From an optimization exercise on the open Yosys and OpenROAD flow, aimed at small area, a short achievable clock period and few clock cycles; shortcuts taken in it are not production practice.
In this exercise RTL edits were held to simulation tests only and were not proved equivalent to the original.

// CONV
module CONV(
  input             clk,
  input             reset,
  output reg        busy,
  input             ready,
  output reg [11:0] iaddr,
  input      [19:0] idata,
  output reg        cwr,
  output reg [11:0] caddr_wr,
  output reg [19:0] cdata_wr,
  output            crd,
  output reg [11:0] caddr_rd,
  input      [19:0] cdata_rd,
  output reg [2:0]  csel
);
Size: about 6000 cells after synthesis, roughly 110 I/O pins.
Settings: LEC_CHECK=0, CAP_MARGIN=20, CORE_MARGIN=2, CORE_UTILIZATION=40, SETUP_SLACK_MARGIN=5.0, SLEW_MARGIN=20; clock period 9.0 ns.
run.sh (not shown) runs the stock make flow with config.mk's settings and CLKGATE_MAP_FILE= SYNTH_SCRIPT=/design/flow/synth_recipe.tcl, a recipe that flattens the netlist after the stock synthesis.
Testbench counts at the start, summed over its fixed seeds: cycles 73,806.
Rerun with:
--- a/flow/config.mk
+++ b/flow/config.mk
@@ -10,2 +10,5 @@
 export CORE_UTILIZATION = 40
+export CTS_BUF_LIST = sky130_fd_sc_hd__clkbuf_16
+export CTS_CLUSTER_DIAMETER = 100
+export CTS_CLUSTER_SIZE = 25
 export SETUP_SLACK_MARGIN = 5.0
Result: The changed run completed without violations. Via count goes down by 0.81%. Synthesized area does not change. Final area goes down by about 3%.
Rerun with:
==> flow/flow/run.sh (new file) <==
#!/bin/bash
set -e
cfg="${FLOW_CONFIG:-config.mk}"
if grep -q '^export SETUP_SLACK_MARGIN' "$cfg"; then
  sed -i 's/^export SETUP_SLACK_MARGIN.*/export SETUP_SLACK_MARGIN = 5.4/' "$cfg"
else
  echo 'export SETUP_SLACK_MARGIN = 5.4' >> "$cfg"
fi
grep -n SETUP_SLACK_MARGIN "$cfg" > run_config.log
bash standard.sh > standard.log 2>&1
==> flow/standard.sh (new file) <==
#!/bin/bash
# synth_recipe.tcl (not shown) runs the flow's synth.tcl, then flattens the netlist and writes it again
# the make line also repeats each setting of config.mk as NAME=value (left out here)
make -C /OpenROAD-flow-scripts/flow DESIGN_CONFIG=/design/flow/config.mk WORK_HOME=/design/flow/orfs CLKGATE_MAP_FILE= SYNTH_SCRIPT=/design/flow/synth_recipe.tcl "${@:-finish}"
--- a/flow/config.mk
+++ b/flow/config.mk
@@ -13,3 +13,3 @@
 export CTS_CLUSTER_SIZE = 25
-export SETUP_SLACK_MARGIN = 5.0
 export SLEW_MARGIN = 20
+export SETUP_SLACK_MARGIN = 5.4
removed: flow/run.sh
Outcome:
- The changed run ran to the end with no violations
- via count increases by about 1.1%
- die area does not change
- clock-buffer cell count decreases by 1
- fmax increases by 5.4%
Rerun with:
--- a/flow/config.mk
+++ b/flow/config.mk
@@ -10,5 +10,2 @@
 export CORE_UTILIZATION = 40
-export CTS_BUF_LIST = sky130_fd_sc_hd__clkbuf_16
-export CTS_CLUSTER_DIAMETER = 100
-export CTS_CLUSTER_SIZE = 25
 export SLEW_MARGIN = 20
The new run completed with no timing, DRC or antenna violations.
Non-clock buffer count rose by 11.
Worst setup slack gains 0.055 ns.
Routed wire length rose slightly.
Critical path depth rose by 1.
Rerun with:
--- a/flow/config.mk
+++ b/flow/config.mk
@@ -9,3 +9,6 @@
 export CORE_MARGIN = 2
-export CORE_UTILIZATION = 40
+export CORE_UTILIZATION = 55
+export CTS_BUF_LIST = sky130_fd_sc_hd__clkbuf_16
+export CTS_CLUSTER_DIAMETER = 100
+export CTS_CLUSTER_SIZE = 25
 export SLEW_MARGIN = 20
Wire length decreases slightly; synthesized area is unchanged.

* * *

Another version of the RTL of CONV (not shown whole).
Size: roughly 6,000 cells after synthesis, ~110 I/O pins, ~0.058 sq mm of cells after synthesis.
clock: 9.0 ns
lec_check: 0
cap_margin: 20
core_margin: 2
core_utilization: 40
setup_slack_margin: 5.0
slew_margin: 20
Stock flow here: none of the scripts above is used.
The baseline passed the timing, DRC and antenna checks.
Testbench counts at the start, summed over its fixed seeds: cycles 74,178.
Change:
SETUP_SLACK_MARGIN = 4.0   (was 5.0)
Outcome: Critical path depth went down by 3; global-route usage is lower by 0.92 points; non-clock buffer count went down by 210; wire length falls by 3.4%; cell count falls by 2.6%; setup slack degrades by 160 ps; cell area went down by 5.9%.

* * *

Another version of the RTL of CONV (not shown whole).
Size: ~6100 cells after synthesis, about 110 I/O pins, roughly 63000 um^2 of cells after synthesis.
make LEC_CHECK=0 CAP_MARGIN=20 CORE_MARGIN=2 CORE_UTILIZATION=40 SETUP_SLACK_MARGIN=5.0 SLEW_MARGIN=20 finish   # period 9.0 ns
Testbench counts at the start, summed over its fixed seeds: cycles 74,184.
==> next run, changes <==
Settings changed: CORE_UTILIZATION 40 to 60, SETUP_SLACK_MARGIN 5.0 to 4.5.
Result:
- wire length grows by 2.5%
- non-clock buffer count shrinks by 29
- setup slack gets worse by 0.42 ns
- die area shrinks by 33%
- global-route usage grows by 13 points
- via count stays flat
- clock skew shrinks by 0.038 ns
- cell count shrinks by 8.5%
- hold slack gets worse by 0.0074 ns

* * *

Another version of the RTL of CONV (not shown whole).
Size in the first run: roughly 110 I/O pins, ~0.061 mm^2 of cells after synthesis.
clock: 9.0 ns
lec_check: 0
cap_margin: 20
core_margin: 2
core_utilization: 40
setup_slack_margin: 4.0
slew_margin: 20
The first run completed without violations.
Testbench counts at the start, summed over its fixed seeds: cycles 74,178.
==> next run, changes <==
SETUP_SLACK_MARGIN = unset   (was 4.0)
After rerunning: The new run completed without violations; hold slack stays flat; setup slack loses 2.7 ns; final area goes down by 11%; final cell count went down by 3.7%; first-iteration DRC count stays flat; wire length fell by 9.6%; flip-flop and latch count is unchanged; clock-buffer cell count drops by 2; global-route usage decreases by 2.7 points.

## port drivers added, routing unchanged
The results above use ideal ports. As a check the final layouts listed here were re-extracted and re-timed, cells and wires unchanged.
Step 1 sets driving cells, clkbuf_16 on the clock port and buf_2 on the other inputs (assumed; they add their load-dependent delay and slew).
Step 2 moves the port delays by t, midway between the first and last clock arrival at a register: inputs arrive t later, outputs are due t later. That takes back most of the time a late clock gives input paths.
Three values: ideal, step 1, step 2; two values: the first two.
| run | t, ns | setup slack, ns | hold WS [ns] | slew at the worst register clock pin (ns) | pins driven straight from the clock port |
|---|---|---|---|---|---|
| the first run of note 1 | 0.840 | 5.075 / 5.075 / 4.312 | 0.326 / 0.326 / 0.326 | 0.07 / 0.07 | 1 |
| the second run of note 1 | 0.776 | 5.047 / 5.047 / 4.355 | 0.328 / 0.328 / 0.328 | 0.12 / 0.12 | 1 |
| the third run of note 1 | 0.789 | 5.250 / 5.297 / 4.508 | 0.333 / 0.333 / 0.333 | 0.12 / 0.12 | 1 |
| the fourth run of note 1 | 0.837 | 5.305 / 5.341 / 4.504 | 0.324 / 0.324 / 0.324 | 0.07 / 0.07 | 1 |
| the fifth run of note 1 | 0.774 | 5.219 / 5.219 / 4.559 | 0.339 / 0.339 / 0.339 | 0.11 / 0.11 | 1 |
| the first run of note 2 | 0.780 | 3.773 / 3.773 / 3.773 | 0.321 / 0.321 / 0.321 | 0.07 / 0.07 | 1 |
| the second run of note 2 | 0.780 | 3.615 / 3.615 / 3.615 | 0.319 / 0.319 / 0.319 | 0.07 / 0.07 | 1 |
| the first run of note 3 | 0.833 | 5.085 / 5.085 / 4.311 | 0.324 / 0.324 / 0.324 | 0.07 / 0.07 | 1 |
| the second run of note 3 | 0.801 | 4.667 / 4.696 / 3.921 | 0.317 / 0.317 / 0.317 | 0.07 / 0.07 | 1 |
| the first run of note 4 | 0.787 | 3.385 / 3.385 / 3.385 | 0.323 / 0.323 / 0.323 | 0.07 / 0.07 | 1 |
| the second run of note 4 | 0.778 | 0.651 / 0.651 / 0.651 | 0.323 / 0.323 / 0.323 | 0.07 / 0.07 | 1 |
After both steps every run listed still meets setup and hold. The setup slack of the fourth run of note 1, which loses most, moves by +0.036 ns with the drivers and by -0.801 ns with both steps.
